Background: an optimization exercise with open tools, aiming at small area. Do not read the settings as production practice.
At most, simulation tests tie the RTL to the original design; equivalence was not proved.
The RTL of runs 3 to 5 was laid out without a check of its function.
No activity file was given, so power comes from the tool's default toggle rates.

$ cat flow/run.sh
#!/bin/bash
# Own flow: the standard layout (standard.sh: standard synthesis,
# floorplan, power grid, placement, routing, all unchanged), except that
#  - the clock tree is built from small clock buffers on larger sink
#    clusters and without dummy loads (CTS_ARGS), and
set -uo pipefail
cd "$(dirname "$0")/.."
export BUFFER_PORTS_ARGS="-buffer_cell sky130_fd_sc_hd__buf_1"
base="-sink_clustering_enable -repair_clock_nets -dont_use_dummy_load"
trees=(
  "-sink_clustering_size 20 -sink_clustering_max_diameter 42 -buf_list sky130_fd_sc_hd__clkbuf_8"
  "-sink_clustering_size 16 -sink_clustering_max_diameter 40 -buf_list sky130_fd_sc_hd__clkbuf_8"
  "-sink_clustering_size 30 -sink_clustering_max_diameter 60"
)
RESULTS=$(pwd)/orfs/results/sky130hd/image_processor/base
export RESULTS
n=0
for t in "${trees[@]}"; do
  n=$((n+1))
  export CTS_ARGS="$base $t"
  if [[ $n -gt 1 ]]; then
    bash standard.sh clean_cts clean_route clean_finish > clean_$n.log 2>&1
  fi
  if ! bash standard.sh > standard_$n.log 2>&1; then
    continue
  fi
  openroad -no_init -exit flow/check.tcl > check_$n.log 2>&1 || continue
  cp orfs/reports/sky130hd/image_processor/base/6_finish.rpt finish_$n.rpt 2>/dev/null || true
  cp orfs/logs/sky130hd/image_processor/base/6_report.log report_$n.log 2>/dev/null || true
  slew=$(awk '/^CHECK clk_pin_slew_ps/{print $3}' check_$n.log)
  setup=$(awk '/^CHECK setup_slack/{print $3}' check_$n.log)
  if awk -v s="$slew" -v t="$setup" 'BEGIN{exit !(s != "" && s < 122 && t != "" && t >= 0.06)}'; then
    exit 0
  fi
done
[[ -f out/final.def ]]
$ cat flow/check.tcl
set P $::env(FLOW_HOME)/platforms/sky130hd
set R $::env(RESULTS)
read_lef $P/lef/sky130_fd_sc_hd.tlef
read_lef $P/lef/sky130_fd_sc_hd_merged.lef
read_liberty $P/lib/sky130_fd_sc_hd__tt_025C_1v80.lib
read_db $R/6_final.odb
read_sdc $R/6_final.sdc
read_spef $R/6_final.spef
set_propagated_clock [all_clocks]
set worst 0
foreach pin [all_registers -clock_pins -edge_triggered] {
  foreach edge {rise fall} {
    foreach analysis {min max} {
      set s [expr {[sta::time_ui_sta [get_property $pin slew_${analysis}_$edge]] * 1e12}]
      if {$s > $worst} { set worst $s }
    }
  }
}
puts "CHECK clk_pin_slew_ps $worst"
puts "CHECK setup_slack [sta::worst_slack -max]"
puts "CHECK hold_slack [sta::worst_slack -min]"
$ cat standard.sh
#!/bin/bash
# synth_recipe.tcl (not shown) runs the flow's synth.tcl, then flattens the netlist and writes it again
# the make line also repeats each setting of config.mk as NAME=value (left out here)
make -C /OpenROAD-flow-scripts/flow DESIGN_CONFIG=/design/flow/config.mk WORK_HOME=/design/flow/orfs CLKGATE_MAP_FILE= SYNTH_SCRIPT=/design/flow/synth_recipe.tcl "${@:-finish}"
$ cat config.mk
export PLATFORM = sky130hd
export DESIGN_NAME = image_processor
export DESIGN_NICKNAME = image_processor
export VERILOG_FILES = /design/flow/design.v
export SDC_FILE = /design/flow/constraint.sdc
export NUM_CORES = 4
export LEC_CHECK = 0
export CAP_MARGIN = 20
export CORE_MARGIN = 2
export CORE_UTILIZATION = 65
export PLACE_DENSITY = 0.75
export SLEW_MARGIN = 20
export SYNTH_HIERARCHICAL = 1
$ cat constraint.sdc
create_clock -name core_clock -period 6.0 [get_ports {clk}]
set_input_delay 1.2000 -clock core_clock [delete_from_list [all_inputs] [get_ports {clk}]]
set_output_delay 1.2000 -clock core_clock [all_outputs]
set_load 0.01 [all_outputs]
$ cat design.v
module gray_converter(
    input [23:0] rgb_in,
    output [7:0] rgb_out 
);
assign rgb_out = (rgb_in[7:0] >> 4) + (rgb_in[15:8] >> 1) + (rgb_in[23:16] >> 2);
endmodule
module line_buffer #(parameter DEPTH = 204, parameter DATA_WIDTH = 8) (
    input clk,
    input load,
    input hold,
    input [DATA_WIDTH-1:0] data_in,
    output logic [DEPTH*DATA_WIDTH-1:0] taps
);
logic [DEPTH*DATA_WIDTH-1:0] shifted;
assign shifted = {taps[(DEPTH-1)*DATA_WIDTH-1:0], data_in};
always_ff @(posedge clk)
    taps <= (shifted & {DEPTH*DATA_WIDTH{load}}) | (taps & {DEPTH*DATA_WIDTH{hold}});
endmodule
module row_fifo_manager #(parameter WIDTH = 100, parameter DATA_WIDTH = 8) (
    input clk,
    input rst_n,
    input shift_en,
    input [DATA_WIDTH-1:0] data_in,
    output logic [DATA_WIDTH-1:0] p11, p12, p13,
    output logic [DATA_WIDTH-1:0] p21, p22, p23,
    output logic [DATA_WIDTH-1:0] p31, p32, p33,
    output logic [2:0] v1, v2, v3    
);
localparam DEPTH = 2*WIDTH + 4;
localparam N = DATA_WIDTH;
logic [DEPTH*N-1:0] taps;
logic [7:0] cnt;             
line_buffer #(.DEPTH(DEPTH), .DATA_WIDTH(N)) lb (.clk(clk), .load(shift_en), .hold(~shift_en),
                .data_in(data_in), .taps(taps));
always_ff @(posedge clk or negedge rst_n) begin
    if (!rst_n) begin
        cnt <= '0;
        v3 <= '0; v2 <= '0; v1 <= '0;
    end else if (shift_en) begin
        if (cnt != 8'(2*WIDTH+1))
            cnt <= cnt + 8'd1;
        v3 <= {v3[1:0], 1'b1};
        v2 <= {v2[1:0], v2[0] | (cnt == 8'(WIDTH+1))};
        v1 <= {v1[1:0], v1[0] | (cnt == 8'(2*WIDTH+1))};
    end
end
assign p31 = taps[0 +: N];
assign p32 = taps[N +: N];
assign p33 = taps[2*N +: N];
assign p21 = taps[(WIDTH+1)*N +: N];
assign p22 = taps[(WIDTH+2)*N +: N];
assign p23 = taps[(WIDTH+3)*N +: N];
assign p11 = taps[(2*WIDTH+1)*N +: N];
assign p12 = taps[(2*WIDTH+2)*N +: N];
assign p13 = taps[(2*WIDTH+3)*N +: N];
endmodule
module pixel_matrix_3x3;
endmodule
module sobel_kernel #(
    parameter THRESHOLD = 350
)(
    input  logic clk,
    input  logic rst_n,
    input  logic [7:0] p11, p12, p13,
    input  logic [7:0] p21, p22, p23,
    input  logic [7:0] p31, p32, p33,
    input  logic [2:0] v1, v2, v3,    
    output logic edge_out
);
    localparam int T = THRESHOLD / 2;
    localparam int BIAS = 3 * 255;
    logic [10:0] sa, sb;
    logic e1, e2, e3;
    logic [7:0] m11, m12, m13, m21, m23, m31, m32, m33;
    assign m11 = p11 & {8{v1[0]}};
    assign m12 = p12 & {8{v1[1]}};
    assign m13 = p13 & {8{v1[2]}};
    assign m21 = p21 & {8{v2[0]}};
    assign m23 = p23 & {8{v2[2]}};
    assign m31 = p31 & {8{v3[0]}};
    assign m32 = p32 & {8{v3[1]}};
    assign m33 = p33 & {8{v3[2]}};
    assign sa = {3'b0, m12} + {3'b0, m13} + {3'b0, m23} + {3'b0, ~m21} + {3'b0, ~m31} + {3'b0, ~m32};
    assign sb = {3'b0, m23} + {3'b0, m32} + {3'b0, m33} + {3'b0, ~m21} + {3'b0, ~m12} + {3'b0, ~m11};
    always_ff @(posedge clk or negedge rst_n) begin
        if (!rst_n) begin
            e1 <= 1'b0; e2 <= 1'b0; e3 <= 1'b0; edge_out <= 1'b0;
        end else begin
            e1 <= (sa > 11'(BIAS + T)) | (sa < 11'(BIAS - T)) | (sb > 11'(BIAS + T)) | (sb < 11'(BIAS - T));
            e2 <= e1;
            e3 <= e2;
            edge_out <= e3;
        end
    end
endmodule
module image_processor #(parameter WIDTH = 100, parameter DATA_WIDTH = 8) (
    input clk,
    input rst_n,
    input shift_en,
    input [3*DATA_WIDTH-1:0] data_in,
    output logic [3*DATA_WIDTH-1:0] out_pixel
);
logic [DATA_WIDTH-1:0] gray_px;
logic [DATA_WIDTH-1:0] p11, p12, p13, p21, p22, p23, p31, p32, p33;
logic edge_px;
logic [2:0] v1, v2, v3;
gray_converter gc(.rgb_in(data_in), .rgb_out(gray_px));
row_fifo_manager #(.WIDTH(100), .DATA_WIDTH(8)) rfm (.clk(clk), .rst_n(rst_n), .shift_en(shift_en),
                      .data_in(gray_px),
                      .p11(p11), .p12(p12), .p13(p13),
                      .p21(p21), .p22(p22), .p23(p23),
                      .p31(p31), .p32(p32), .p33(p33),
                      .v1(v1), .v2(v2), .v3(v3));
sobel_kernel #(.THRESHOLD(350)) kernel (
        .clk, .rst_n,
        .p11, .p12, .p13, .p21, .p22, .p23, .p31, .p32, .p33, .v1, .v2, .v3,
        .edge_out(edge_px)
    );
assign out_pixel = {3*DATA_WIDTH{edge_px}};
endmodule
==> metrics.cfg, run 1 <==
[run_status]
status = complete, no violations

[place]
io_buffers = 43
dp_cells = 4818
dp_hpwl_mm = 40.51
pre_cts_ws_ns = 1.520
dpl_cell_area_um2 = 52690
routabilityCongestion = 0.7732

[worst_setup_path]
arrival_ns = 5.17
path_max_fanout = 10
start_kind = flop
worstRegToRegCells = 13
r2r-end = kernel.e1
cp-end-kind = flop
reg2reg_from = rfm.v3[1]
reg2reg_slack_ns = 1.48
worst-setup-path-type = flop to flop
cp-startpoint = rfm.v3[1]
cp.required_ns = 6.66

[pwr]
power_leakage_nw = 21.85
p_per_area_nw_per_um2 = 347.7
p_total_mw = 19.02
max-vdd-ir-drop_mv = 0.2433

[die]
core_um2 = 82110
die-area_um2 = 85230
die_y_um = 292.0
boundaryPins = 51
std_cell_rows = 105
initial_core_util_pct = 65.64
die_w_um = 292.0

[clock_tree]
htree_levels = 4
post_cts_resized = 0
cts_buffers = 143
cts_tree = yes
clock_path_buffers = 3
root_buffer = clkbuf_8
clk_pin_slew_ns = 0.11
insertion_delay_ns = 0.79
post-cts-setup-buffer-count = 0
postCtsHoldBufs = 0
cts.sinks = 1653

[synth]
synthesis.nets = 4192
synth_flop_cell = dfxtp_1
synthMuxAreaShare_pct = 0.1997
synth_area_um2 = 53900
yosysSeqAreaShare_pct = 61.59
synth_compound_area_share_pct = 27.30
synth_edf_count = 0
synth_area_leaders = dfxtp_1 (61%), a22o_1 (27%), buf_6 (3.4%)
synth_top_area_cell = dfxtp_1
synthAdderAreaFrac_pct = 3.111
synthSimpleGateAreaFrac_pct = 1.063
synth_seq_cells = 1653
netlist_top_cells_count = a22o_1 (1632), dfxtp_1 (1632), buf_2 (181)
syn_avg_cell_area_um2 = 13.24
synthDistinctLibCells = 55
synth_top_family_by_area = compound AO/OA/AOI/OAI gates
syn-instance-count = 4070
synth.top_cell.area_share_pct = 60.62
synth-xor-area-share_pct = 0.2925
async_flop_share_pct = 1.270
yosys_warnings = 9

[drt]
drt_iter0_drc = 1871
routed_wl_mm = 75.99
antenna_left = 0
route.detailed.drc = 0
routed_via_density = 6.046
vias = 30011
drt-pass1-iter-count = 5
avgRoutedWirePerCell_um = 15.31

[sta]
finalCritPeriodShare_pct = 75.27
fin_skew_ns = 0.08818
final.setup.worst_slack_ns = 1.484
max_slew_margin_pct = 26.62
hold_ws_ns = 0.3526
max_slew.worst_pin.slew_ns = 1.101
setup_tns_ns = 0
min_period_ns = 4.516
rsz0062_at_grt = false
setup_viol = 0
fmax_ghz = 0.2214
finalMaxSlewViolations = 0
hold_viol = 0

[final_layout]
final_area_um2 = 54690
drive_gt1_share_pct = 4.573
final_util_pct = 66.61
fin_nets = 4016
areaGrowthSynthToFinish_pct = 1.481
fill_cells = 6050
instances_no_fill = 4964

[min_path]
min_path_cells = 0
min_path_type = flop to flop
hp-start = kernel.e2
hold_end = kernel.e3

[global_routing]
grt_usage_pct = 17.77
overflow = 0
grt_antenna_before_repair = 2
grt_pass1_vias = 29005
grt_max_degree = 285
grt_pass1_wl_mm = 133.7

[flow_run]
cap_violations = 0

-- Yosys stat by module, one instance, submodules excluded, excerpt --
module           cells  cell area, um2
gray_converter      39           361.6
image_processor     24           180.2
-- state kept, by name, summed over array words and instances (netlist names), 3 cells and up --
register	flops
rfm.v3	3
rfm.v2	3
rfm.lb.taps	1632
rfm.cnt	8
rfm.v1	3
-- cell usage in the layout (no fill, tap or decap), drive strengths merged, types with 8 or more instances in the layout --
master     n
dfrtp     21
buf       67
a22o    1632
xnor2     11
fa        65
a21oi     13
nor2       8
clkbuf   144
inv      107
ha        30
dfxtp   1632
nand2     40
o21ai      9
and2      32
a21o       8
-- where the power goes --
part / switching, mW / internal, mW
logic: 1.26 / 0.952
registers: 0.227 / 11.3
clock network: 3.15 / 2.13
total: 4.63 / 14.4
-- worst max-delay path, cell delays in order (launching register included) --
cell	delay, ns
dfrtp_1	0.52
and2_1	0.24
fa_1	0.54
inv_1	0.05
fa_1	0.56
fa_1	0.43
ha_1	0.24
fa_1	0.49
a211oi_1	0.32
nor2_1	0.11
o31ai_1	0.42
a22oi_1	0.18
mux2i_1	0.18
nand4_1	0.10
-- worst max-delay path by stage --
stage	end	slack (ns)	cells after the start
after detailed placement	kernel.e1	1.52	14
after global placement	kernel.e1	1.56	14
after floorplan	kernel.e1	2.02	13
after global routing	kernel.e1	1.17	13
final	kernel.e1	1.48	13
after CTS	kernel.e1	1.49	13
-- cells by family (layout without fill, tap and decap cells) --
group / Yosys count / after routing
AOI/OAI and AO/OA: 1691 / 1691
xor gates and xnor gates: 18 / 18
adders and majority gates: 95 / 95
buffers and inverters: 496 / 318
DFF: 1653 / 1653
muxes: 10 / 10
other: 0 / 2
and+or+nand+nor: 107 / 107
-- cell type report --
cell class | count | area (um2) | share of cell area, %
inverters | 107 | 409.1 | 0.7481
flip-flops and latches | 1653 | 33200 | 60.70
repair buffers | 68 | 548.0 | 1.002
multi-input cells | 1921 | 17230 | 31.50
well taps | 1070 | 1339 | 2.448
clock buffers | 143 | 1968 | 3.598
diodes | 2 | 5.005 | 0.009151
-- per-layer routing --
metal	GRT usage, %	up-vias	share of wire, %
met5	0	-	0
met3	2.938	125	2.5
li1	-	14917	-
met1	24.85	14744	52
met4	6.160	0	2.1
met2	28.12	225	43
==> run 2, diff against run 1 <==
--- a/flow/run.sh
+++ b/flow/run.sh
@@ -8,8 +8,8 @@
 export BUFFER_PORTS_ARGS="-buffer_cell sky130_fd_sc_hd__buf_1"
 base="-sink_clustering_enable -repair_clock_nets -dont_use_dummy_load"
 trees=(
+  "-sink_clustering_size 20 -sink_clustering_max_diameter 50 -buf_list sky130_fd_sc_hd__clkbuf_8"
   "-sink_clustering_size 20 -sink_clustering_max_diameter 42 -buf_list sky130_fd_sc_hd__clkbuf_8"
-  "-sink_clustering_size 16 -sink_clustering_max_diameter 40 -buf_list sky130_fd_sc_hd__clkbuf_8"
   "-sink_clustering_size 30 -sink_clustering_max_diameter 60"
 )
 RESULTS=$(pwd)/orfs/results/sky130hd/image_processor/base
--- a/config.mk
+++ b/config.mk
@@ -7,7 +7,7 @@
 export LEC_CHECK = 0
 export CAP_MARGIN = 20
 export CORE_MARGIN = 2
-export CORE_UTILIZATION = 65
-export PLACE_DENSITY = 0.75
+export CORE_UTILIZATION = 75
+export PLACE_DENSITY = 0.9
 export SLEW_MARGIN = 20
 export SYNTH_HIERARCHICAL = 1
==> run 2 against run 1 <==
Power decreased by 3.4%. Design area decreased by 1.2%. Register-to-register slack got worse by 0.02 ns. Still clean. Highest routed layer unchanged. Combinational power about the same. Critical path type unchanged.
==> metrics.cfg, run 2 <==
[final_layout]
largest_reg_flops = 1632
fin_nets = 3985
drive_gt1_share_pct = 3.807
areaGrowthSynthToFinish_pct = 0.2994
final_area_um2 = 54060
fill_cells = 4469
reg_top3 = rfm.lb.taps: 1632 flops, rfm.cnt: 8 flops
top_register = rfm.lb.taps
final_util_pct = 75.75
instances_no_fill = 4812
layout_common_cells = a22o_1 (1632), dfxtp_1 (1632), inv_1 (106), clkbuf_8 (106), fa_1 (65)

[pwr]
p_per_area_nw_per_um2 = 339.7
p_total_mw = 18.36
combPwrFrac_pct = 12.0
clkPwrFrac_pct = 25.1
switching_power_mw = 4.515
max-vdd-ir-drop_mv = 0.3069
power_leakage_nw = 21.60
switching_share_pct = 24.59
seqPwrFrac_pct = 62.9
power.internal_mw = 13.85

[place]
io_buffers = 43
routabilityCongestion = 0.8129
dp_cells = 4705
pre_cts_ws_ns = 1.606
dp_hpwl_mm = 45.89
dpl_cell_area_um2 = 52600

[global_routing]
grt_pass1_wl_mm = 137.8
grt_max_degree = 236
grt_antenna_before_repair = 1
grt_pass1_vias = 28697
overflow = 0
grt_usage_pct = 21.31

[clock_tree]
post_cts_resized = 0
clock_path_buffers = 3
cts.sinks = 1653
clk_pin_slew_ns = 0.11
insertion_delay_ns = 0.76
postCtsHoldBufs = 0
root_buffer = clkbuf_8
post-cts-setup-buffer-count = 0
cts_buffers = 106
cts_tree = yes
htree_levels = 3

[worst_setup_path]
worstPathCellList = and2_1, fa_1, inv_1, fa_1, fa_1, ha_1, fa_1, a211oi_1, nor2_1, o31ai_1, a22oi_1, mux2i_1, nand4_1
cp.required_ns = 6.51
path_max_fanout = 10
path_buf_inv = 1
arrival_ns = 5.04
slowest_stage = fa_1
worst-setup-path-type = flop to flop
cp-end-kind = flop
cp_common_cell = fa_1
start_kind = flop
crit_family = adder cells
critical-path-max-stage-delay_ns = 0.55

[drt]
wl_met2_mm = 37.09
route.detailed.drc = 0
routed_via_density = 6.277
dr_wl_met3_mm = 1.900
vias = 30205
drt-pass1-iter-count = 5
drt_iter0_drc = 2284
routed_wl_mm = 80.53
antenna_left = 0
avgRoutedWirePerCell_um = 16.74
dr.max_layer_used = met4
wl_met1_mm = 40.04

[synth]
synthDistinctLibCells = 55
syn_avg_cell_area_um2 = 13.24
synth_seq_cells = 1653
async_flop_share_pct = 1.270
synth_area_leaders = dfxtp_1 (61%), a22o_1 (27%), buf_6 (3.4%)
synth.top_cell.area_share_pct = 60.62
yosys_warnings = 9
netlist_top_cells_count = a22o_1 (1632), dfxtp_1 (1632), buf_2 (181)
synth_top_area_cell = dfxtp_1
synth_flop_cell = dfxtp_1
syn-instance-count = 4070
synthesis.nets = 4192
synth_edf_count = 0
synth_area_um2 = 53900
yosysSeqAreaShare_pct = 61.59

[sta]
max_slew_margin_pct = 28.42
final.setup.worst_slack_ns = 1.467
fin_skew_ns = 0.1208
finalMaxSlewViolations = 0
finalCritPeriodShare_pct = 75.56
hold_viol = 0
hold_ws_ns = 0.3437
fmax_ghz = 0.2206
setup_viol = 0
max_slew.worst_pin.slew_ns = 1.074
rsz0062_at_grt = false
min_period_ns = 4.533
setup_tns_ns = 0

[flow_run]
cap_violations = 0

[die]
std_cell_rows = 98
die_w_um = 272.1
initial_core_util_pct = 75.52
core_um2 = 71360
boundaryPins = 51
die-area_um2 = 74020
die_y_um = 272.1

[run_status]
status = complete, no violations

[min_path]
min_path_type = flop to flop

==> run 2: Yosys stat by module (local to each module, per instance), excerpt <==
module / flip-flops and latches / cells / times used / area [um2]
gray_converter: 0 / 39 / 1 / 361.6
image_processor: 0 / 24 / 1 / 180.2
==> run 2: layout make-up <==
type | count | area (um2) | share of cell area (%)
Clock buffer | 106 | 1459 | 2.699
Sequential cell | 1653 | 33200 | 61.41
Antenna cell | 1 | 2.502 | 0.004629
Tap cell | 950 | 1189 | 2.199
Timing Repair Buffer | 74 | 573.1 | 1.060
Inverter | 107 | 409.1 | 0.7569
Multi-Input combinational cell | 1921 | 17230 | 31.87
==> run 2: cell families (layout without fill, tap and decap cells) <==
kind of cell / count (synthesis) / in the layout / synth area share (%)
compound gates: 1691 / 1691 / 27.30
xor+xnor: 18 / 18 / 0.2925
fa+ha+maj: 95 / 95 / 3.111
buf+inv: 496 / 287 / 6.440
flops: 1653 / 1653 / 61.59
mux: 10 / 10 / 0.1996
other cells: 0 / 1 / 0
simple gates: 107 / 107 / 1.063
==> run 2: path summary, 6_finish.rpt <==
path	from	end	slack, ns	cells after the start
max reg2reg	rfm.v3[1]	kernel.e1	1.47	13
min	kernel.e3	kernel.edge_out	0.34	0
max in group asynchronous	rst_n	rfm.v1[2]	5.22	2
min reg2reg	kernel.e3	kernel.edge_out	0.34	0
max	rfm.v3[1]	kernel.e1	1.47	13
min in group asynchronous	rst_n	rfm.v3[0]	0.40	2
==> run 2: per-layer routing <==
metal,up-vias,track usage [%]
met1,14998,31.23
met3,112,2.971
met5,-,0
li1,14834,-
met4,0,5.422
met2,261,33.63
==> run 2: power by group through the flow <==
stage / registers, mW / logic, mW / clock network (mW)
final: 11.5 / 2.20 / 4.61
after global routing: 11.6 / 2.52 / 5.11
after CTS: 11.5 / 2.21 / 4.74
after detailed placement: 11.8 / 2.20 / 0
after global placement: 11.8 / 2.16 / 0
after floorplan: 11.7 / 1.98 / 0
==> run 3, diff against run 2 <==
--- a/design.v
+++ b/design.v
@@ -2,7 +2,28 @@
     input [23:0] rgb_in,
     output [7:0] rgb_out 
 );
-assign rgb_out = (rgb_in[7:0] >> 4) + (rgb_in[15:8] >> 1) + (rgb_in[23:16] >> 2);
+wire [3:0] b = rgb_in[7:4];
+wire [6:0] g = rgb_in[15:9];
+wire [5:0] r = rgb_in[23:18];
+function automatic [1:0] fa(input x, input y, input z);    
+    fa = {(x & y) | (x & z) | (y & z), x ^ y ^ z};
+endfunction
+function automatic [1:0] ha(input x, input y);
+    ha = {x & y, x ^ y};
+endfunction
+wire [1:0] f0 = fa(b[0], g[0], r[0]);
+wire [1:0] f1 = fa(b[1], g[1], r[1]);
+wire [1:0] f2 = fa(b[2], g[2], r[2]);
+wire [1:0] f3 = fa(b[3], g[3], r[3]);
+wire [1:0] f4 = fa(g[4], r[4], f3[1]);
+wire [1:0] h1 = ha(f1[0], f0[1]);
+wire [1:0] a2 = fa(f2[0], f1[1], h1[1]);
+wire [1:0] a3 = fa(f3[0], f2[1], a2[1]);
+wire [1:0] h4 = ha(f4[0], a3[1]);
+wire [1:0] f5 = fa(g[5], r[5], f4[1]);
+wire [1:0] h5 = ha(f5[0], h4[1]);
+wire [1:0] a6 = fa(g[6], f5[1], h5[1]);
+assign rgb_out = {a6[1], a6[0], h5[0], h4[0], a3[0], a2[0], h1[0], f0[0]};
 endmodule
 module line_buffer #(parameter DEPTH = 204, parameter DATA_WIDTH = 8) (
     input clk,
==> run 3 against run 2 <==
Critical path type unchanged. Via count fell by 0.12%. Highest routed layer unchanged. Global-route usage grew 0.96 points. Count of clock-buffer cells in the layout rose by 1. Still clean on timing, DRC and antenna. Die area is 0.11% lower. Largest power group unchanged. Clock power rose by 0.9%. First-iteration DRC count fell by 0.70%. Critical endpoint unchanged. Maximum frequency grew 2.9%.
==> metrics.cfg, run 3 <==
[run_status]
status = complete, no violations

[global_routing]
grt_pass1_wl_mm = 141.9
grt_usage_pct = 22.27
overflow = 0
grt_antenna_before_repair = 1
grt_max_degree = 242
grt_pass1_vias = 29046

[sta]
fmax_ghz = 0.2271
max_slew_margin_pct = 29.61
rsz0062_at_grt = false
max_slew.worst_pin.slew_ns = 1.056
setup_tns_ns = 0
final.setup.worst_slack_ns = 1.596
setup_viol = 0
fin_skew_ns = 0.1223
hold_ws_ns = 0.3342
min_period_ns = 4.404
finalMaxSlewViolations = 0
hold_viol = 0
finalCritPeriodShare_pct = 73.40

[final_layout]
drive_gt1_share_pct = 3.808
largest_reg_flops = 1632
areaGrowthSynthToFinish_pct = 0.4833
layout_common_cells = a22o_1 (1632), dfxtp_1 (1632), inv_1 (120)
multiInputGateArea_um2 = 17120
instances_no_fill = 4811
top_register = rfm.lb.taps
fin_nets = 3983
seqCellArea_um2 = 33200
reg_top3 = rfm.lb.taps: 1632 flops, rfm.cnt: 8 flops
fill_cells = 4380

[drt]
vias = 30168
wl_met1_mm = 40.94
wl_met2_mm = 39.59
routed_via_density = 6.271
routed_wl_mm = 84.77
drt-pass1-iter-count = 5
drt_iter0_drc = 2268
dr_wl_met3_mm = 2.056
dr.max_layer_used = met4
avgRoutedWirePerCell_um = 17.62
route.detailed.drc = 0
antenna_left = 0

[clock_tree]
clock_path_buffers = 3
cts_tree = yes
root_buffer = clkbuf_8
clk_pin_slew_ns = 0.11
post_cts_resized = 0
post-cts-setup-buffer-count = 0
insertion_delay_ns = 0.76
cts_buffers = 107
cts.sinks = 1653
postCtsHoldBufs = 0
htree_levels = 3

[worst_setup_path]
cp.required_ns = 6.61
worst-setup-path-type = flop to flop
arrival_ns = 5.01
crit_family = adder cells
cp-end-kind = flop
path_max_fanout = 10
critical-path-max-stage-delay_ns = 0.55
cp_common_cell = fa_1
slowest_stage = fa_1
worstPathCellList = and2_1, fa_1, inv_1, fa_1, fa_1, ha_1, fa_1, a211oi_1, nor2_1, o31ai_1, a22oi_1, mux2i_1, nand4_1
start_kind = flop
path_buf_inv = 1

[synth]
yosys_warnings = 10
synthesis.nets = 4187
yosysSeqAreaShare_pct = 61.66
synth.top_cell.area_share_pct = 60.68
synth_edf_count = 0
synth_top_area_cell = dfxtp_1
synth_flop_cell = dfxtp_1
synth_area_um2 = 53840
netlist_top_cells_count = a22o_1 (1632), dfxtp_1 (1632), buf_2 (181)
syn-instance-count = 4066
synthDistinctLibCells = 50
synth_area_leaders = dfxtp_1 (61%), a22o_1 (27%), buf_6 (3.4%)
syn_avg_cell_area_um2 = 13.24
synth_seq_cells = 1653
async_flop_share_pct = 1.270

[pwr]
power_leakage_nw = 21.67
p_per_area_nw_per_um2 = 341.2
max-vdd-ir-drop_mv = 0.2994

[die]
die_w_um = 271.9
die-area_um2 = 73940
std_cell_rows = 98
initial_core_util_pct = 75.57
boundaryPins = 51
die_y_um = 271.9
core_um2 = 71240

[place]
pre_cts_ws_ns = 1.622
dp_cells = 4702
routabilityCongestion = 0.7969
io_buffers = 43
dp_hpwl_mm = 48.92

[flow_run]
cap_violations = 0

[min_path]
min_path_type = flop to flop

## run 3: layout make-up
| cell class | count | area share [%] |
|---|---|---|
| diodes | 1 | 0.004626 |
| inverters | 121 | 0.8534 |
| clock buffers | 107 | 2.722 |
| repair buffers | 76 | 1.217 |
| flip-flops and latches | 1653 | 61.36 |
| well taps | 950 | 2.197 |
| multi-input cells | 1903 | 31.64 |
## run 3: path summary, 6_finish.rpt
check | startpoint | slack, ns | end | cells past startpoint
max reg2reg | rfm.v3[1] | 1.60 | kernel.e1 | 13
max | rfm.v3[1] | 1.60 | kernel.e1 | 13
min reg2reg | kernel.e2 | 0.33 | kernel.e3 | 0
max in group asynchronous | rst_n | 5.18 | rfm.v2[1] | 2
min | kernel.e2 | 0.33 | kernel.e3 | 0
min in group asynchronous | rst_n | 0.43 | rfm.cnt[1] | 2
## run 3: through the flow
step	total power, mW	util, %	instance area [um2]
2_1_floorplan	13.69	-	53840
3_3_place_gp	13.98	73.83	52600
3_5_place_dp	14.03	73.83	52600
4_1_cts	18.58	75.89	54070
5_1_grt	19.33	75.94	54100
6_report	18.46	75.94	54100
## run 3: cell families (layout without fill, tap and decap cells)
family,after synthesis,in the layout,share of synthesized area [%]
compound gates,1680,1680,27.18
other cells,0,1,0
mux,10,10,0.1999
fa+ha+maj,94,94,3.147
xor+xnor,15,15,0.2440
buf+inv,510,304,6.544
flops,1653,1653,61.66
simple gates,104,104,1.020
## run 3: per-module statistics from Yosys (local to each module, per instance), a selection
module / flops+latches / cells / cell area (um2) / times used
gray_converter: 0 / 35 / 304.0 / 1
image_processor: 0 / 24 / 180.2 / 1
## run 3: layer usage
metal / up-vias / GRT usage (%)
li1: 14800 / -
met1: 14938 / 31.86
met2: 288 / 35.67
met3: 142 / 3.165
met4: 0 / 6.319
met5: - / 0
## run 3: report_power, final
group	internal, mW	switching [mW]
logic	0.966	1.28
clock network	1.60	3.05
registers	11.3	0.248
==> run 4, diff against run 3 <==
--- a/config.mk
+++ b/config.mk
@@ -7,7 +7,7 @@
 export LEC_CHECK = 0
 export CAP_MARGIN = 20
 export CORE_MARGIN = 2
-export CORE_UTILIZATION = 75
-export PLACE_DENSITY = 0.9
+export CORE_UTILIZATION = 80
+export PLACE_DENSITY = 0.95
 export SLEW_MARGIN = 20
 export SYNTH_HIERARCHICAL = 1
==> run 4 against run 3 <==
Still clean on timing, DRC and antenna. Worst setup slack got worse by 0.040 ns. Area after synthesis unchanged. Sequential share of layout area decreased by 0.19 points. Design area increased by 0.31%. Die area decreased by 6.2%. Sequential cell count unchanged. Maximum frequency decreased by 0.89%. Sequential power about the same. Critical path depth unchanged. Power increased by 2.7%. Combinational power about the same. Largest cell class unchanged.
==> metrics.cfg, run 4 <==
[worst_setup_path]
worst-setup-path-type = flop to flop
cp-end-kind = flop
cp.required_ns = 6.60
arrival_ns = 5.04
start_kind = flop
path_max_fanout = 10

[sta]
rsz0062_at_grt = false
setup_viol = 0
hold_viol = 0
min_period_ns = 4.444
hold_ws_ns = 0.3481
final.setup.worst_slack_ns = 1.556
max_slew.worst_pin.slew_ns = 1.062
finalCritPeriodShare_pct = 74.07
setup_tns_ns = 0
max_slew_margin_pct = 29.19
fin_skew_ns = 0.09546
finalMaxSlewViolations = 0
fmax_ghz = 0.2250

[clock_tree]
htree_levels = 4
insertion_delay_ns = 0.81
clk_pin_slew_ns = 0.11
postCtsHoldBufs = 0
post_cts_resized = 0
cts.sinks = 1653
root_buffer = clkbuf_8
cts_tree = yes
clock_path_buffers = 3
cts_buffers = 131
post-cts-setup-buffer-count = 0

[synth]
async_flop_share_pct = 1.270
synthDistinctLibCells = 50
yosysSeqAreaShare_pct = 61.66
synth.top_cell.area_share_pct = 60.68
synth_flop_cell = dfxtp_1
synthesis.nets = 4187
syn-instance-count = 4066
synth_area_um2 = 53840
synth_edf_count = 0
syn_avg_cell_area_um2 = 13.24
netlist_top_cells_count = a22o_1 (1632), dfxtp_1 (1632), buf_2 (181)
synth_top_area_cell = dfxtp_1
synth_area_leaders = dfxtp_1 (61%), a22o_1 (27%), buf_6 (3.4%)
yosys_warnings = 10
synth_seq_cells = 1653

[drt]
dr_wl_met3_mm = 2.989
dr.max_layer_used = met4
route.detailed.drc = 0
antenna_left = 0
routed_wl_mm = 94.14
vias = 31474
drt-pass1-iter-count = 5
wl_met2_mm = 46.95
wl_met1_mm = 41.75
routed_via_density = 6.619
avgRoutedWirePerCell_um = 19.80
drt_iter0_drc = 2464

[place]
dp_hpwl_mm = 49.98
pre_cts_ws_ns = 1.604
io_buffers = 43
routabilityCongestion = 0.8509

[global_routing]
grt_pass1_wl_mm = 155.7
grt_antenna_before_repair = 1
grt_max_degree = 239
overflow = 0
grt_pass1_vias = 30892
grt_usage_pct = 26.60

[final_layout]
layout_common_cells = a22o_1 (1632), dfxtp_1 (1632), clkbuf_8 (131)
reg_top3 = rfm.lb.taps: 1632 flops, rfm.cnt: 8 flops
drive_gt1_share_pct = 4.329
largest_reg_flops = 1632
top_register = rfm.lb.taps
final_util_pct = 81.09
areaGrowthSynthToFinish_pct = 0.7924
fin_nets = 4004

[die]
core_um2 = 66920
initial_core_util_pct = 80.45
std_cell_rows = 95
die_y_um = 263.4
boundaryPins = 51
die_w_um = 263.4
die-area_um2 = 69390

[flow_run]
cap_violations = 0

[pwr]
p_per_area_nw_per_um2 = 349.3
p_total_mw = 18.95
max-vdd-ir-drop_mv = 0.2871
power_leakage_nw = 21.81

[min_path]
min_path_type = flop to flop

[run_status]
status = complete, no violations

## run 4: cell counts after synthesis
Identical to the previous run, type by type.
## run 4: worst max-delay path, stage by stage, from the launching register on
cell	delay, ns
dfrtp_1	0.51
and2_1	0.26
fa_1	0.55
inv_1	0.05
fa_1	0.55
fa_1	0.41
ha_1	0.24
fa_1	0.49
a211oi_1	0.30
nor2_1	0.12
o31ai_1	0.37
a22oi_1	0.15
mux2i_1	0.16
nand4_1	0.11
## run 4: final timing paths
path,from,endpoint,slack (ns),cells after the start
max in group asynchronous,rst_n,kernel.edge_out,5.31,2
worst min-delay path,kernel.e1,kernel.e2,0.35,0
worst min register to register,kernel.e1,kernel.e2,0.35,0
worst max-delay path,rfm.v3[1],kernel.e1,1.56,13
min in group asynchronous,rst_n,rfm.v2[1],0.39,2
worst max register to register,rfm.v3[1],kernel.e1,1.56,13
## run 4: metal layers
metal  vias up  GRT usage [%]
li1      14852              -
met5         -              0
met1     15778          35.44
met3       223          4.031
met4         0          9.622
met2       621          44.49
## run 4: through the flow
step | cells | cell area (um2)
after CTS | 4754 | 54260
after global routing | 4755 | 54260
after detailed placement | 4623 | 52460
final | 4755 | 54260
after floorplan | 4066 | 53840
after global placement | 4623 | 52460
## run 4: where the power goes
group,internal [mW],switching [mW]
sequential,11.3,0.265
combinational,0.950,1.27
clock,1.96,3.20
## run 4: per-module statistics from Yosys, one instance, submodules excluded, a selection
| module | flip-flops and latches | cells inside | copies in the design |
|---|---|---|---|
| image_processor | 0 | 24 | 1 |
| gray_converter | 0 | 35 | 1 |
## run 4: kinds of logic after synthesis
family | after synthesis | synth area share [%]
and+or+nand+nor | 104 | 1.020
buffers and inverters | 510 | 6.544
AOI/OAI and AO/OA | 1680 | 27.18
adders and majority gates | 94 | 3.147
xor gates and xnor gates | 15 | 0.2440
muxes | 10 | 0.1999
DFF | 1653 | 61.66
## run 4: final cells by class
| cell class | count | area (um2) |
|---|---|---|
| inverters | 121 | 461.7 |
| clock buffers | 131 | 1803 |
| multi-input cells | 1903 | 17120 |
| repair buffers | 73 | 590.6 |
| diodes | 1 | 2.502 |
| fillers | 3396 | 12660 |
| well taps | 873 | 1092 |
| flip-flops and latches | 1653 | 33200 |
==> run 5, diff against run 4 <==
--- a/design.v
+++ b/design.v
@@ -2,28 +2,7 @@
     input [23:0] rgb_in,
     output [7:0] rgb_out 
 );
-wire [3:0] b = rgb_in[7:4];
-wire [6:0] g = rgb_in[15:9];
-wire [5:0] r = rgb_in[23:18];
-function automatic [1:0] fa(input x, input y, input z);    
-    fa = {(x & y) | (x & z) | (y & z), x ^ y ^ z};
-endfunction
-function automatic [1:0] ha(input x, input y);
-    ha = {x & y, x ^ y};
-endfunction
-wire [1:0] f0 = fa(b[0], g[0], r[0]);
-wire [1:0] f1 = fa(b[1], g[1], r[1]);
-wire [1:0] f2 = fa(b[2], g[2], r[2]);
-wire [1:0] f3 = fa(b[3], g[3], r[3]);
-wire [1:0] f4 = fa(g[4], r[4], f3[1]);
-wire [1:0] h1 = ha(f1[0], f0[1]);
-wire [1:0] a2 = fa(f2[0], f1[1], h1[1]);
-wire [1:0] a3 = fa(f3[0], f2[1], a2[1]);
-wire [1:0] h4 = ha(f4[0], a3[1]);
-wire [1:0] f5 = fa(g[5], r[5], f4[1]);
-wire [1:0] h5 = ha(f5[0], h4[1]);
-wire [1:0] a6 = fa(g[6], f5[1], h5[1]);
-assign rgb_out = {a6[1], a6[0], h5[0], h4[0], a3[0], a2[0], h1[0], f0[0]};
+assign rgb_out = (rgb_in[7:0] >> 4) + (rgb_in[15:8] >> 1) + (rgb_in[23:16] >> 2);
 endmodule
 module line_buffer #(parameter DEPTH = 204, parameter DATA_WIDTH = 8) (
     input clk,
@@ -101,8 +80,21 @@
     assign m31 = p31 & {8{v3[0]}};
     assign m32 = p32 & {8{v3[1]}};
     assign m33 = p33 & {8{v3[2]}};
-    assign sa = {3'b0, m12} + {3'b0, m13} + {3'b0, m23} + {3'b0, ~m21} + {3'b0, ~m31} + {3'b0, ~m32};
-    assign sb = {3'b0, m23} + {3'b0, m32} + {3'b0, m33} + {3'b0, ~m21} + {3'b0, ~m12} + {3'b0, ~m11};
+    function automatic [10:0] sum6(input [7:0] u1, input [7:0] u2, input [7:0] u3,
+                                   input [7:0] w1, input [7:0] w2, input [7:0] w3);
+        logic [10:0] v1, v2, v3, v4, s2, c2, s3, c3;
+        v1 = {3'b0, u1 ^ u2 ^ u3};
+        v3 = {2'b0, (u1 & u2) | (u1 & u3) | (u2 & u3), 1'b0};
+        v2 = {3'b0, ~(w1 ^ w2 ^ w3)};
+        v4 = {2'b0, ~((w1 & w2) | (w1 & w3) | (w2 & w3)), 1'b0};
+        s2 = v1 ^ v2 ^ v3;
+        c2 = {(v1[9:0] & v2[9:0]) | (v1[9:0] & v3[9:0]) | (v2[9:0] & v3[9:0]), 1'b0};
+        s3 = s2 ^ c2 ^ v4;
+        c3 = {(s2[9:0] & c2[9:0]) | (s2[9:0] & v4[9:0]) | (c2[9:0] & v4[9:0]), 1'b0};
+        sum6 = s3 + c3;
+    endfunction
+    assign sa = sum6(m12, m13, m23, m21, m31, m32);
+    assign sb = sum6(m23, m32, m33, m21, m12, m11);
     always_ff @(posedge clk or negedge rst_n) begin
         if (!rst_n) begin
             e1 <= 1'b0; e2 <= 1'b0; e3 <= 1'b0; edge_out <= 1'b0;
--- a/config.mk
+++ b/config.mk
@@ -7,7 +7,7 @@
 export LEC_CHECK = 0
 export CAP_MARGIN = 20
 export CORE_MARGIN = 2
-export CORE_UTILIZATION = 80
-export PLACE_DENSITY = 0.95
+export CORE_UTILIZATION = 75
+export PLACE_DENSITY = 0.9
 export SLEW_MARGIN = 20
 export SYNTH_HIERARCHICAL = 1
==> run 5 against run 4 <==
Synthesized cell count about the same. Maximum frequency fell by 0.53%. Still clean on timing, DRC and antenna. Power shrank 2.3%. Die area increased by 6.6%. Count of clock-buffer cells in the layout decreased by 21. Combinational power up 4%. Worst hold slack better by 0.021 ns. Global-route usage is 5.1 points lower. Register-to-register slack lost 0.02 ns. Largest cell class unchanged. Critical path depth grew 1. Routed wire length decreased by 14%. Sequential cell count is the same.
==> metrics.cfg, run 5 <==
[run_status]
status = complete, no violations

[sta]
fin_skew_ns = 0.06938
max_slew_margin_pct = 28.10
hold_viol = 0
setup_viol = 0
finalCritPeriodShare_pct = 74.47
finalMaxSlewViolations = 0
setup_tns_ns = 0
max_slew.worst_pin.slew_ns = 1.078
fmax_ghz = 0.2238
rsz0062_at_grt = false
min_period_ns = 4.468

[clock_tree]
clock_path_buffers = 3
post_cts_resized = 0
root_buffer = clkbuf_8
cts_tree = yes
insertion_delay_ns = 0.75
clk_pin_slew_ns = 0.10
htree_levels = 3
postCtsHoldBufs = 0
cts.sinks = 1653
post-cts-setup-buffer-count = 0
cts_buffers = 110

[global_routing]
grt_pass1_vias = 29100
grt_pass1_wl_mm = 139.1
grt_usage_pct = 21.46
overflow = 0
grt_use_met2_pct = 33.52
grt_antenna_before_repair = 1
grt_max_degree = 266
met1_usage_pct = 31.87
grt_use_met3_pct = 2.759
top_usage_layer = met2

[synth]
synth_edf_count = 0
syn-instance-count = 4064
synth_area_leaders = dfxtp_1 (61%), a22o_1 (27%), buf_6 (3.4%)
syn_avg_cell_area_um2 = 13.25
synthDistinctLibCells = 56
synth_seq_cells = 1653
synth_area_um2 = 53870
synth_top_area_cell = dfxtp_1
synthesis.nets = 4178
synth_flop_cell = dfxtp_1
synth.top_cell.area_share_pct = 60.65
yosys_warnings = 9
yosysSeqAreaShare_pct = 61.63
async_flop_share_pct = 1.270
netlist_top_cells_count = a22o_1 (1632), dfxtp_1 (1632), buf_2 (181)

[worst_setup_path]
cp_common_cell = fa_1
critical-path-max-stage-delay_ns = 0.58
reg2reg_from = rfm.v3[1]
slowest_stage = fa_1
cp.required_ns = 6.60
arrival_ns = 5.07
cp-startpoint = rfm.v3[1]
path_buf_inv = 2
cp-end-kind = flop
worstPathCellList = nand2_1, fa_1, inv_1, fa_1, fa_1, inv_1, ha_1, fa_1, a211oi_2, nor2_1, o21a_1, o311a_1, a2111oi_2, nand4_1
crit_family = adder cells
start_kind = flop
path_max_fanout = 10
worst-setup-path-type = flop to flop

[drt]
drt_iter0_drc = 2072
routed_via_density = 6.261
antenna_left = 0
drt-pass1-iter-count = 5
routed_wl_mm = 80.83
route.detailed.drc = 0
avgRoutedWirePerCell_um = 16.81
vias = 30105

[place]
io_buffers = 43
dp_hpwl_mm = 46.00
routabilityCongestion = 0.7905

[die]
boundaryPins = 51
std_cell_rows = 98
die-area_um2 = 73980
initial_core_util_pct = 75.61
die_y_um = 272.0
core_um2 = 71240
die_w_um = 272.0

[min_path]
min_path_type = flop to flop
hp-start = kernel.e2

[pwr]
p_total_mw = 18.53
power_leakage_nw = 21.34
max-vdd-ir-drop_mv = 0.2496
p_per_area_nw_per_um2 = 342.4

[final_layout]
layout_common_cells = a22o_1 (1632), dfxtp_1 (1632), clkbuf_8 (110)
fin_nets = 3973
reg_top3 = rfm.lb.taps: 1632 flops, rfm.cnt: 8 flops
fill_cells = 4448
areaGrowthSynthToFinish_pct = 0.4505
drive_gt1_share_pct = 4.226
largest_reg_flops = 1632
top_register = rfm.lb.taps

[flow_run]
cap_violations = 0

==> run 5: kinds of logic (layout without fill, tap and decap cells) <==
| group | after synthesis | in the layout | synth area share [%] |
|---|---|---|---|
| XOR/XNOR | 30 | 30 | 0.4878 |
| buffers and inverters | 469 | 262 | 6.255 |
| AND/OR/NAND/NOR | 120 | 120 | 1.106 |
| multiplexers | 7 | 7 | 0.1440 |
| AO/OA/AOI/OAI | 1691 | 1691 | 27.39 |
| flip-flops | 1653 | 1653 | 61.63 |
| other | 0 | 1 | 0 |
| adder cells (fa/ha/maj) | 94 | 94 | 2.987 |
==> run 5: Yosys stat by module, one instance, submodules excluded, excerpt <==
| module | cells inside | flops+latches | cell area [um2] | times used |
|---|---|---|---|---|
| gray_converter | 39 | 0 | 366.6 | 1 |
| image_processor | 24 | 0 | 180.2 | 1 |
==> run 5: through the flow <==
stage	utilization, %	cell area (um2)	hold WS [ns]	instances	setup WS (ns)
2_1_floorplan	-	53870	0.3312	4064	1.825
3_3_place_gp	73.81	52580	0.3334	4697	1.534
3_5_place_dp	73.81	52580	0.3457	4697	1.527
4_1_cts	75.94	54100	0.3598	4807	1.516
5_1_grt	75.95	54110	0.3789	4808	1.240
6_report	75.95	54110	0.3690	4808	1.532
==> run 5: cell type report <==
class | count | area [um2] | area share (%)
clock buffer | 110 | 1514 | 2.798
antenna | 1 | 2.502 | 0.004625
multi-input combinational | 1942 | 17300 | 31.97
inverter | 78 | 305.3 | 0.5642
tap | 950 | 1189 | 2.197
timing repair buffer | 74 | 601.8 | 1.112
sequential | 1653 | 33200 | 61.35
==> run 5: per-layer routing <==
| metal | up-vias | wire length (um) |
|---|---|---|
| li1 | 14858 | - |
| met1 | 14876 | 40580 |
| met2 | 275 | 36770 |
| met3 | 96 | 2097 |
| met4 | 0 | 1385 |
| met5 | - | 0 |
==> run 5: power by group <==
| part | switching [mW] | total (mW) | internal, mW | leakage (nW) |
|---|---|---|---|---|
| Sequential | 0.238 | 11.5 | 11.3 | 13.4 |
| Clock | 3.04 | 4.68 | 1.64 | 0.791 |
| Combinational | 1.29 | 2.31 | 1.01 | 7.13 |
==> run 5: path summary, 6_finish.rpt <==
check,endpoint,slack (ns),cells after the start
max in group asynchronous,rfm.v2[0],5.26,2
worst min-delay path,kernel.e3,0.37,0
worst min register to register,kernel.e3,0.37,0
worst max-delay path,kernel.e1,1.53,14
min in group asynchronous,kernel.e1,0.44,2
worst max register to register,kernel.e1,1.53,14

## afterwards: timing with drivers on the ports
No port has a modelled driver above. Below, the same layouts with a new extraction and two added sets of constraints. Step 1, drivers: a clkbuf_16 drives clk and a buf_2 each remaining input, both assumed. Step 2 adds t to the input delays and takes it off the output delays; t is the mean of the earliest and latest rising clock arrival at the registers after step 1. Input paths then give back, and output paths get back, about the clock's delay inside the block. Three values: ideal ports, drivers, drivers and shift; two values: the first two.
run | shift t [ns] | slack for setup (ns) | cell pins on the clock port's net
run 1 | 0.831 | 1.484 / 1.484 / 1.484 | 1
run 2 | 0.758 | 1.467 / 1.467 / 1.467 | 1
run 3 | 0.769 | 1.596 / 1.596 / 1.596 | 1
run 4 | 0.825 | 1.556 / 1.556 / 1.556 | 1
run 5 | 0.756 | 1.532 / 1.532 / 1.532 | 1
After both steps every run listed still meets setup and hold.
